Context: an optimization exercise on an open-source flow, tuned for small area. The choices shown serve that exercise and are no tape-out recipe.
In this exercise RTL edits were held to simulation tests only and were not proved equivalent to the original.
Power figures rest on the tool's default switching activity, not on a simulated workload.

Setup of the previous run:
==> flow/design.v (excerpt) <==
module kof_top(input wire clk, input wire rst, input wire [3:0] btn, input wire ps2d, ps2c,
			input wire [7:0] sw, output wire [3:0] an, output wire [7:0] segment,
			output wire hsync, vsync, output wire [2:0] rgb);
Settings: LEC_CHECK=0, CAP_MARGIN=20, CORE_MARGIN=2, CORE_UTILIZATION=60, SLEW_MARGIN=20, SYNTH_MEMORY_MAX_BITS=131072; clock period 20.0 ns.
standard.sh (not shown) runs the stock make flow with config.mk's settings and CLKGATE_MAP_FILE= SYNTH_SCRIPT=/design/flow/synth_recipe.tcl, a recipe that flattens the netlist after the stock synthesis.
==> flow/flow/run.sh <==
#!/bin/bash
# Standard synthesis; then the combinational logic is re-mapped for area with a stronger ABC
# script (registers, their names and cell types are kept), trying a few ABC seeds in parallel
# and keeping the smallest; then the standard layout flow, with small port buffers and a
# clock tree without dummy loads.
set -euo pipefail
LIB=$FLOW_HOME/platforms/sky130hd/lib/sky130_fd_sc_hd__tt_025C_1v80.lib
RES=orfs/results/sky130hd/kof_top/base
T=${DEEPSYN_T:-300}
bash standard.sh synth > synth.log 2>&1
cp $RES/1_2_yosys.v std_synth.v
python3 flow/mk_techmap.py $LIB > cells_comb.v
DU=$(sed -n '/DONT_USE_CELLS/,/^$/p' $FLOW_HOME/platforms/sky130hd/config.mk | grep -o "sky130_fd_sc_hd__[a-z0-9_]*" | sed 's/^/-dont_use /' | tr '\n' ' ')
for S in 0 1 2 3; do
  cat > deep_$S.abc <<EOS
strash
&get -n
&deepsyn -T $T -S $S
&put
dch -f
amap
EOS
  cat > remap_$S.ys <<EOS
read_liberty -lib $LIB
read_verilog std_synth.v
hierarchy -check -top kof_top
techmap -map cells_comb.v
techmap
opt -purge
abc -liberty $LIB $DU -script deep_$S.abc
splitnets
opt_clean -purge
hilomap -singleton -hicell sky130_fd_sc_hd__conb_1 HI -locell sky130_fd_sc_hd__conb_1 LO
insbuf -buf sky130_fd_sc_hd__buf_4 A X
opt_clean -purge
tee -o remap_stat_$S.txt stat -liberty $LIB
write_verilog -noattr -nohex -nodec remap_$S.v
EOS
  yosys -s remap_$S.ys > remap_$S.log 2>&1 &
done
wait
BEST=$(for S in 0 1 2 3; do echo "$(grep 'Chip area' remap_stat_$S.txt | awk '{print $NF}') $S"; done | sort -g | head -1 | awk '{print $2}')
echo "areas:"; grep 'Chip area' remap_stat_*.txt; echo "best seed $BEST"
cp remap_$BEST.v $RES/1_2_yosys.v
rm -f $RES/1_synth.odb $RES/1_synth.sdc
bash standard.sh BUFFER_PORTS_ARGS="-buffer_cell sky130_fd_sc_hd__buf_1" \
  CTS_ARGS="-sink_clustering_enable -repair_clock_nets -dont_use_dummy_load" finish > finish.log 2>&1
Other scripts of this flow, unchanged in this note and not shown: flow/flow/mk_techmap.py
The following lists how the current run was set up differently from the previous run:
==> flow/flow/run.sh <==
#!/bin/bash
# Standard synthesis; then the combinational logic is re-mapped for area with a stronger ABC
# script (registers, their names and cell types are kept): a few deepsyn seeds run in
# parallel, each result is mapped a few ways, and the smallest netlist is kept. Then the
# standard layout flow, with small port buffers and a clock tree without dummy loads.
set -euo pipefail
LIB=$FLOW_HOME/platforms/sky130hd/lib/sky130_fd_sc_hd__tt_025C_1v80.lib
RES=orfs/results/sky130hd/kof_top/base
T=${DEEPSYN_T:-300}
W=$PWD
bash standard.sh synth > synth.log 2>&1
cp $RES/1_2_yosys.v std_synth.v
python3 flow/mk_techmap.py $LIB > cells_comb.v
DU=$(sed -n '/DONT_USE_CELLS/,/^$/p' $FLOW_HOME/platforms/sky130hd/config.mk | grep -o "sky130_fd_sc_hd__[a-z0-9_]*" | sed 's/^/-dont_use /' | tr '\n' ' ')
remap() {  # remap NAME SCRIPT
  cat > remap_$1.ys <<EOS
read_liberty -lib $LIB
read_verilog std_synth.v
hierarchy -check -top kof_top
techmap -map cells_comb.v
techmap
opt -purge
abc -liberty $LIB $DU -script $2
splitnets
opt_clean -purge
hilomap -singleton -hicell sky130_fd_sc_hd__conb_1 HI -locell sky130_fd_sc_hd__conb_1 LO
insbuf -buf sky130_fd_sc_hd__buf_4 A X
opt_clean -purge
tee -o remap_stat_$1.txt stat -liberty $LIB
write_verilog -noattr -nohex -nodec remap_$1.v
EOS
  yosys -s remap_$1.ys > remap_$1.log 2>&1 || true
}
for S in 0 1 2 3; do
  printf 'strash\n&get -n\n&deepsyn -T %s -S %s\n&put\nwrite_blif %s/deep_%s.blif\ndch -f\namap\n' $T $S $W $S > s${S}_a.abc
  remap s${S}_a s${S}_a.abc &
done
wait
for S in 0 1 2 3; do
  printf 'read_blif %s/deep_%s.blif\nstrash\namap\n' $W $S > s${S}_b.abc
  printf 'read_blif %s/deep_%s.blif\nstrash\namap -F 5 -A 5\n' $W $S > s${S}_c.abc
  printf 'read_blif %s/deep_%s.blif\nstrash\ndch -f\namap -F 5 -A 5\n' $W $S > s${S}_d.abc
  for V in b c d; do remap s${S}_$V s${S}_$V.abc & done
done
wait
grep 'Chip area' remap_stat_*.txt > remap_areas.txt || true
BEST=$(for f in remap_stat_*.txt; do a=$(grep 'Chip area' $f | awk '{print $NF}'); n=${f#remap_stat_}; n=${n%.txt}; [ -n "$a" ] && [ -s remap_$n.v ] && echo "$a $n"; done | sort -g | head -1 | awk '{print $2}')
echo "best $BEST" >> remap_areas.txt
cp remap_$BEST.v $RES/1_2_yosys.v
rm -f $RES/1_synth.odb $RES/1_synth.sdc
bash standard.sh BUFFER_PORTS_ARGS="-buffer_cell sky130_fd_sc_hd__buf_1" \
  CTS_ARGS="-sink_clustering_enable -repair_clock_nets -dont_use_dummy_load -buf_list sky130_fd_sc_hd__clkbuf_8" finish > finish.log 2>&1
Notes after the runs:
The previous run ended up with mod2$_SDFF_PP0_ as its timing startpoint of the critical path; the current run ended up with cd[12]$_SDFFE_PP0P_. A start-to-end type of the worst setup path of reg2out is what the current run shows, while reg2reg belongs to the previous run. As of the current run, power consumption had fallen by more than 10% compared to the previous run. On width of the die, the current run and the previous run are neck and neck. Per the comparison of the current run with the previous run, post-detailed-route via-to-cell ratio rose by about 1.1%, flip-flop and latch share of the layout cell area rose by 0.69 points. [compare] base=the previous run new=the current run: number of primary I/O pins did not really move, final-layout worst hold slack went up.

-- afterwards: timing with drivers on the ports --
Ports are ideal in the flow. The routed layouts listed here were re-timed in OpenROAD. Step 1 (the two cells are an assumption about what drives the block):
set clk [get_ports {clk}]
set_driving_cell -lib_cell sky130_fd_sc_hd__clkbuf_16 $clk
set_driving_cell -lib_cell sky130_fd_sc_hd__buf_2 [delete_from_list [all_inputs] $clk]
Step 2, shift: input delay + t, output delay - t, t = (earliest + latest rising clock arrival at the registers) / 2. This alone moves slack from input paths to output paths. Slacks: no drivers / after step 1 / after step 2; pairs: no drivers / after step 1.
| run | t, ns | setup WS [ns] | worst register clock-pin slew, ns |
|---|---|---|---|
| the previous run | 0.463 | 12.687 / 12.687 / 12.687 | 0.07 / 0.07 |
| the current run | 0.488 | 13.145 / 13.105 / 13.153 | 0.09 / 0.09 |
After both steps setup and hold are still met in every run listed.
